What follows belongs to an exercise in optimizing a design on an open flow for small area and a short achievable clock period; a production flow would make more cautious choices.
Function was checked by simulation only, so behaviour that the tests miss may differ from the original.
Power is estimated from default activity; no workload was simulated.

==> module APB_INT_Count, before the edit <==
module APB_INT_Count #(
    parameter DATA_WIDTH = 32,
    parameter ADDR_WIDTH = 16
)
(
    input  wire                     PCLK,
    input  wire                     PRESETn,
    input  wire                     PSEL,
    input  wire                     PENABLE,
    input  wire                     PWRITE,
    input  wire [ADDR_WIDTH-1:0]    PADDR,
    input  wire [DATA_WIDTH-1:0]    PWDATA,
    output reg  [DATA_WIDTH-1:0]    PRDATA,
    output reg                      PREADY,
    output reg                      PSLVERR,
    output wire                     linux_irq,
    output wire                     lim_irq,
    output wire                     itim_irq,
    input  wire                     linux_ack,
    input  wire                     lim_ack,
    input  wire                     itim_ack
);
    reg  [31:0] ctrl [1:3];
    reg  [31:0] cnt0 [1:3];           
    reg  [31:0] slot [1:3][0:8];      
    reg  [8:0]  ptr  [1:3];           
    reg         invalid_access;
    assign linux_irq = ctrl[1][0];
    assign lim_irq   = ctrl[2][0];
    assign itim_irq  = ctrl[3][0];
    wire [3:1] ack = {itim_ack, lim_ack, linux_ack};
    wire [3:1] irq = {itim_irq, lim_irq, linux_irq};
    wire       acc  = PSEL & PENABLE;
    wire       wacc = acc & PWRITE;
    wire       racc = acc & ~PWRITE;
    wire       hi0  = (PADDR[15:8] == 8'h00) && (PADDR[1:0] == 2'b00);
    wire [5:0] a    = PADDR[7:2];
    wire [3:0] lo   = PADDR[5:2];
    wire [15:0] dlo;
    genvar gi;
    generate
        for (gi = 0; gi < 16; gi = gi + 1) begin : g_dlo
            assign dlo[gi] = (lo == gi);
        end
    endgenerate
    wire grp0 = hi0 & (PADDR[7:6] == 2'b00);
    wire grp1 = hi0 & (PADDR[7:6] == 2'b01);
    wire grp2 = hi0 & (PADDR[7:6] == 2'b10);
    wire [3:1] wr_ctrl = {wacc & grp0 & dlo[3], wacc & grp0 & dlo[2], wacc & grp0 & dlo[1]};
    wire [3:1] load    = {wacc & grp2 & dlo[0], wacc & grp1 & dlo[0], wacc & grp0 & dlo[4]};
    wire       wvalid  = grp0 & (dlo[0] | dlo[1] | dlo[2] | dlo[3] | dlo[4])
                       | (grp1 | grp2) & dlo[0];
    wire       rvalid  = grp0 & (lo <= 4'd13) | (grp1 | grp2) & (lo <= 4'd9);
    wire [3:1] grp = {grp2, grp1, grp0};
    wire [3:0] off [1:3];
    assign off[1] = 4'd4;
    assign off[2] = 4'd0;
    assign off[3] = 4'd0;
    localparam NSRC = 35;
    wire [NSRC-1:0] rsel;
    wire [31:0]     rsrc [0:NSRC-1];
    assign rsel[0] = racc & grp0 & dlo[0];                       
    assign rsrc[0] = 32'h0000_0001;
    assign rsel[1] = ~racc;                                      
    assign rsrc[1] = PRDATA;
    genvar rc, rs, rj;
    generate
        for (rc = 1; rc <= 3; rc = rc + 1) begin : g_rsel
            assign rsel[rc + 1] = racc & grp0 & dlo[rc];
            assign rsrc[rc + 1] = ctrl[rc];
            assign rsel[rc + 4] = racc & grp[rc] & dlo[off[rc]];
            assign rsrc[rc + 4] = cnt0[rc];
            for (rs = 0; rs < 9; rs = rs + 1) begin : g_slot
                wire [9:1] m;
                for (rj = 1; rj <= 9; rj = rj + 1) begin : g_j
                    assign m[rj] = dlo[off[rc] + rj] & ptr[rc][(rs + rj) % 9];
                end
                assign rsel[8 + (rc - 1) * 9 + rs] = racc & grp[rc] & (|m);
                assign rsrc[8 + (rc - 1) * 9 + rs] = slot[rc][rs];
            end
        end
    endgenerate
    wire [31:0] rdata;
    genvar rb, rk;
    generate
        for (rb = 0; rb < 32; rb = rb + 1) begin : g_rbit
            wire [NSRC-1:0] d;
            for (rk = 0; rk < NSRC; rk = rk + 1) begin : g_k
                assign d[rk] = rsrc[rk][rb];
            end
            rd_bit #(.N(NSRC)) u_rd (.sel(rsel), .d(d), .q(rdata[rb]));
        end
    endgenerate
    wire [31:0] bus [1:3];
    genvar gc, gs;
    generate
        for (gc = 1; gc <= 3; gc = gc + 1) begin : g_ch
            wire shift = ack[gc] & ~irq[gc] & ~load[gc];
            assign bus[gc] = cnt0[gc] & {32{PRESETn}};
            wire [31:0] cnt0_d;
            cnt_next u_cnt (.q(cnt0[gc]), .pw(PWDATA), .rstn(PRESETn), .load(load[gc]),
                            .inc(irq[gc]), .clr(ack[gc]), .d(cnt0_d));
            always @(posedge PCLK)
                cnt0[gc] <= cnt0_d;
            always @(posedge PCLK) begin
                if (!PRESETn)
                    ptr[gc] <= 9'b000000001;
                else if (shift)
                    ptr[gc] <= {ptr[gc][7:0], ptr[gc][8]};
            end
            for (gs = 0; gs < 9; gs = gs + 1) begin : g_slot
                always @(posedge PCLK) begin
                    if (!PRESETn || (shift && ptr[gc][gs]))
                        slot[gc][gs] <= bus[gc];
                end
            end
        end
    endgenerate
    integer c;
    always @(posedge PCLK or negedge PRESETn) begin
        if (!PRESETn) begin
            ctrl[1] <= 32'd0;
            ctrl[2] <= 32'd0;
            ctrl[3] <= 32'd0;
            PRDATA <= 32'd0;
            PREADY <= 1'b0;
            PSLVERR <= 1'b0;
            invalid_access <= 1'b0;
        end else begin
            for (c = 1; c <= 3; c = c + 1) begin
                if (wr_ctrl[c])
                    ctrl[c] <= PWDATA;
                else if (ack[c])
                    ctrl[c][0] <= 1'b0;
            end
            PRDATA <= rdata;
            invalid_access <= acc & ~(PWRITE ? wvalid : rvalid);
            PREADY <= acc & ~invalid_access;
            PSLVERR <= acc & invalid_access;
        end
    end
endmodule
export LEC_CHECK = 0
export CAP_MARGIN = 20
export CORE_MARGIN = 2
export CORE_UTILIZATION = 40
export SETUP_SLACK_MARGIN = 5
export SLEW_MARGIN = 20
export SYNTH_HIERARCHICAL = 1
export SYNTH_MINIMUM_KEEP_SIZE = 0
create_clock -name core_clock -period 10.0 [get_ports {PCLK}]
standard.sh (not shown) runs the stock make flow with config.mk's settings and CLKGATE_MAP_FILE= SYNTH_SCRIPT=/design/flow/synth_recipe.tcl, a recipe that flattens the netlist after the stock synthesis.
==> flow/flow/run.sh <==
#!/bin/bash
set -euo pipefail
bash standard.sh SETUP_SLACK_MARGIN=6.5 'BUFFER_PORTS_ARGS=-buffer_cell sky130_fd_sc_hd__buf_2' finish > flow_make.log 2>&1
Edit:
--- a/flow/design.v
+++ b/flow/design.v
@@ -19,14 +19,14 @@
     input  wire                     linux_ack,
     input  wire                     lim_ack,
     input  wire                     itim_ack
 );
     reg  [31:0] ctrl [1:3];
     reg  [31:0] cnt0 [1:3];           
-    reg  [31:0] slot [1:3][0:8];      
-    reg  [8:0]  ptr  [1:3];           
+    reg  [31:0] hist [1:3][1:9];      
+    reg  [9:1]  fill [1:3];           
     reg         invalid_access;
     assign linux_irq = ctrl[1][0];
     assign lim_irq   = ctrl[2][0];
     assign itim_irq  = ctrl[3][0];
     wire [3:1] ack = {itim_ack, lim_ack, linux_ack};
     wire [3:1] irq = {itim_irq, lim_irq, linux_irq};
@@ -60,26 +60,22 @@
     wire [NSRC-1:0] rsel;
     wire [31:0]     rsrc [0:NSRC-1];
     assign rsel[0] = racc & grp0 & dlo[0];                       
     assign rsrc[0] = 32'h0000_0001;
     assign rsel[1] = ~racc;                                      
     assign rsrc[1] = PRDATA;
-    genvar rc, rs, rj;
+    genvar rc, rs;
     generate
         for (rc = 1; rc <= 3; rc = rc + 1) begin : g_rsel
             assign rsel[rc + 1] = racc & grp0 & dlo[rc];
             assign rsrc[rc + 1] = ctrl[rc];
             assign rsel[rc + 4] = racc & grp[rc] & dlo[off[rc]];
             assign rsrc[rc + 4] = cnt0[rc];
-            for (rs = 0; rs < 9; rs = rs + 1) begin : g_slot
-                wire [9:1] m;
-                for (rj = 1; rj <= 9; rj = rj + 1) begin : g_j
-                    assign m[rj] = dlo[off[rc] + rj] & ptr[rc][(rs + rj) % 9];
-                end
-                assign rsel[8 + (rc - 1) * 9 + rs] = racc & grp[rc] & (|m);
-                assign rsrc[8 + (rc - 1) * 9 + rs] = slot[rc][rs];
+            for (rs = 1; rs <= 9; rs = rs + 1) begin : g_hist
+                assign rsel[7 + (rc - 1) * 9 + rs] = racc & grp[rc] & dlo[off[rc] + rs] & fill[rc][rs];
+                assign rsrc[7 + (rc - 1) * 9 + rs] = hist[rc][rs];
             end
         end
     endgenerate
     wire [31:0] rdata;
     genvar rb, rk;
     generate
@@ -88,33 +84,33 @@
             for (rk = 0; rk < NSRC; rk = rk + 1) begin : g_k
                 assign d[rk] = rsrc[rk][rb];
             end
             rd_bit #(.N(NSRC)) u_rd (.sel(rsel), .d(d), .q(rdata[rb]));
         end
     endgenerate
-    wire [31:0] bus [1:3];
-    genvar gc, gs;
+    genvar gc;
+    integer k;
     generate
         for (gc = 1; gc <= 3; gc = gc + 1) begin : g_ch
             wire shift = ack[gc] & ~irq[gc] & ~load[gc];
-            assign bus[gc] = cnt0[gc] & {32{PRESETn}};
             wire [31:0] cnt0_d;
             cnt_next u_cnt (.q(cnt0[gc]), .pw(PWDATA), .rstn(PRESETn), .load(load[gc]),
                             .inc(irq[gc]), .clr(ack[gc]), .d(cnt0_d));
             always @(posedge PCLK)
                 cnt0[gc] <= cnt0_d;
             always @(posedge PCLK) begin
                 if (!PRESETn)
-                    ptr[gc] <= 9'b000000001;
+                    fill[gc] <= 9'd0;
                 else if (shift)
-                    ptr[gc] <= {ptr[gc][7:0], ptr[gc][8]};
+                    fill[gc] <= {fill[gc][8:1], 1'b1};
             end
-            for (gs = 0; gs < 9; gs = gs + 1) begin : g_slot
-                always @(posedge PCLK) begin
-                    if (!PRESETn || (shift && ptr[gc][gs]))
-                        slot[gc][gs] <= bus[gc];
+            always @(posedge PCLK) begin
+                if (shift) begin
+                    hist[gc][1] <= cnt0[gc];
+                    for (k = 2; k <= 9; k = k + 1)
+                        hist[gc][k] <= hist[gc][k - 1];
                 end
             end
         end
     endgenerate
     integer c;
     always @(posedge PCLK or negedge PRESETn) begin
Total power barely changes. Final area shrinks by about 3.5%. Area after synthesis shrinks by about 5%. Core utilization grows by 0.71 points. Critical path depth shrinks by 2. Synthesized cell count shrinks by 14%. Non-clock buffer count grows by 57. Worst hold slack gets worse by 0.0037 ns. First-iteration DRC count shrinks by 8.1%.

afterwards: timing with drivers on the ports:
The results above use ideal ports. As a check the final layouts listed here were re-extracted and re-timed, cells and wires unchanged.
Step 1: set_driving_cell puts a clkbuf_16 on PCLK and a buf_2 on each other input, an assumption about the parent block.
Step 2 adds t to the input delays and takes it off the output delays; t is the mean of the earliest and latest rising clock arrival at the registers after step 1. Input paths then give back, and output paths get back, about the clock's delay inside the block.
a / b / c = no drivers / after step 1 / after step 2; a / b = the first two.
run | shift t [ns] | setup slack, ns | worst setup path after step 2 | slew at the worst register clock pin (ns) | worst data-port slew with drivers (ns)
the first run | 0.770 | 5.918 / 5.960 / 5.191 | input to register | 0.07 / 0.07 | 0.16
the second run | 0.742 | 6.240 / 6.281 / 5.540 | input to register | 0.07 / 0.07 | 0.14
After both steps every run listed still meets setup and hold. The setup slack of the first run, which loses most, moves by +0.042 ns with the drivers and by -0.727 ns with both steps.
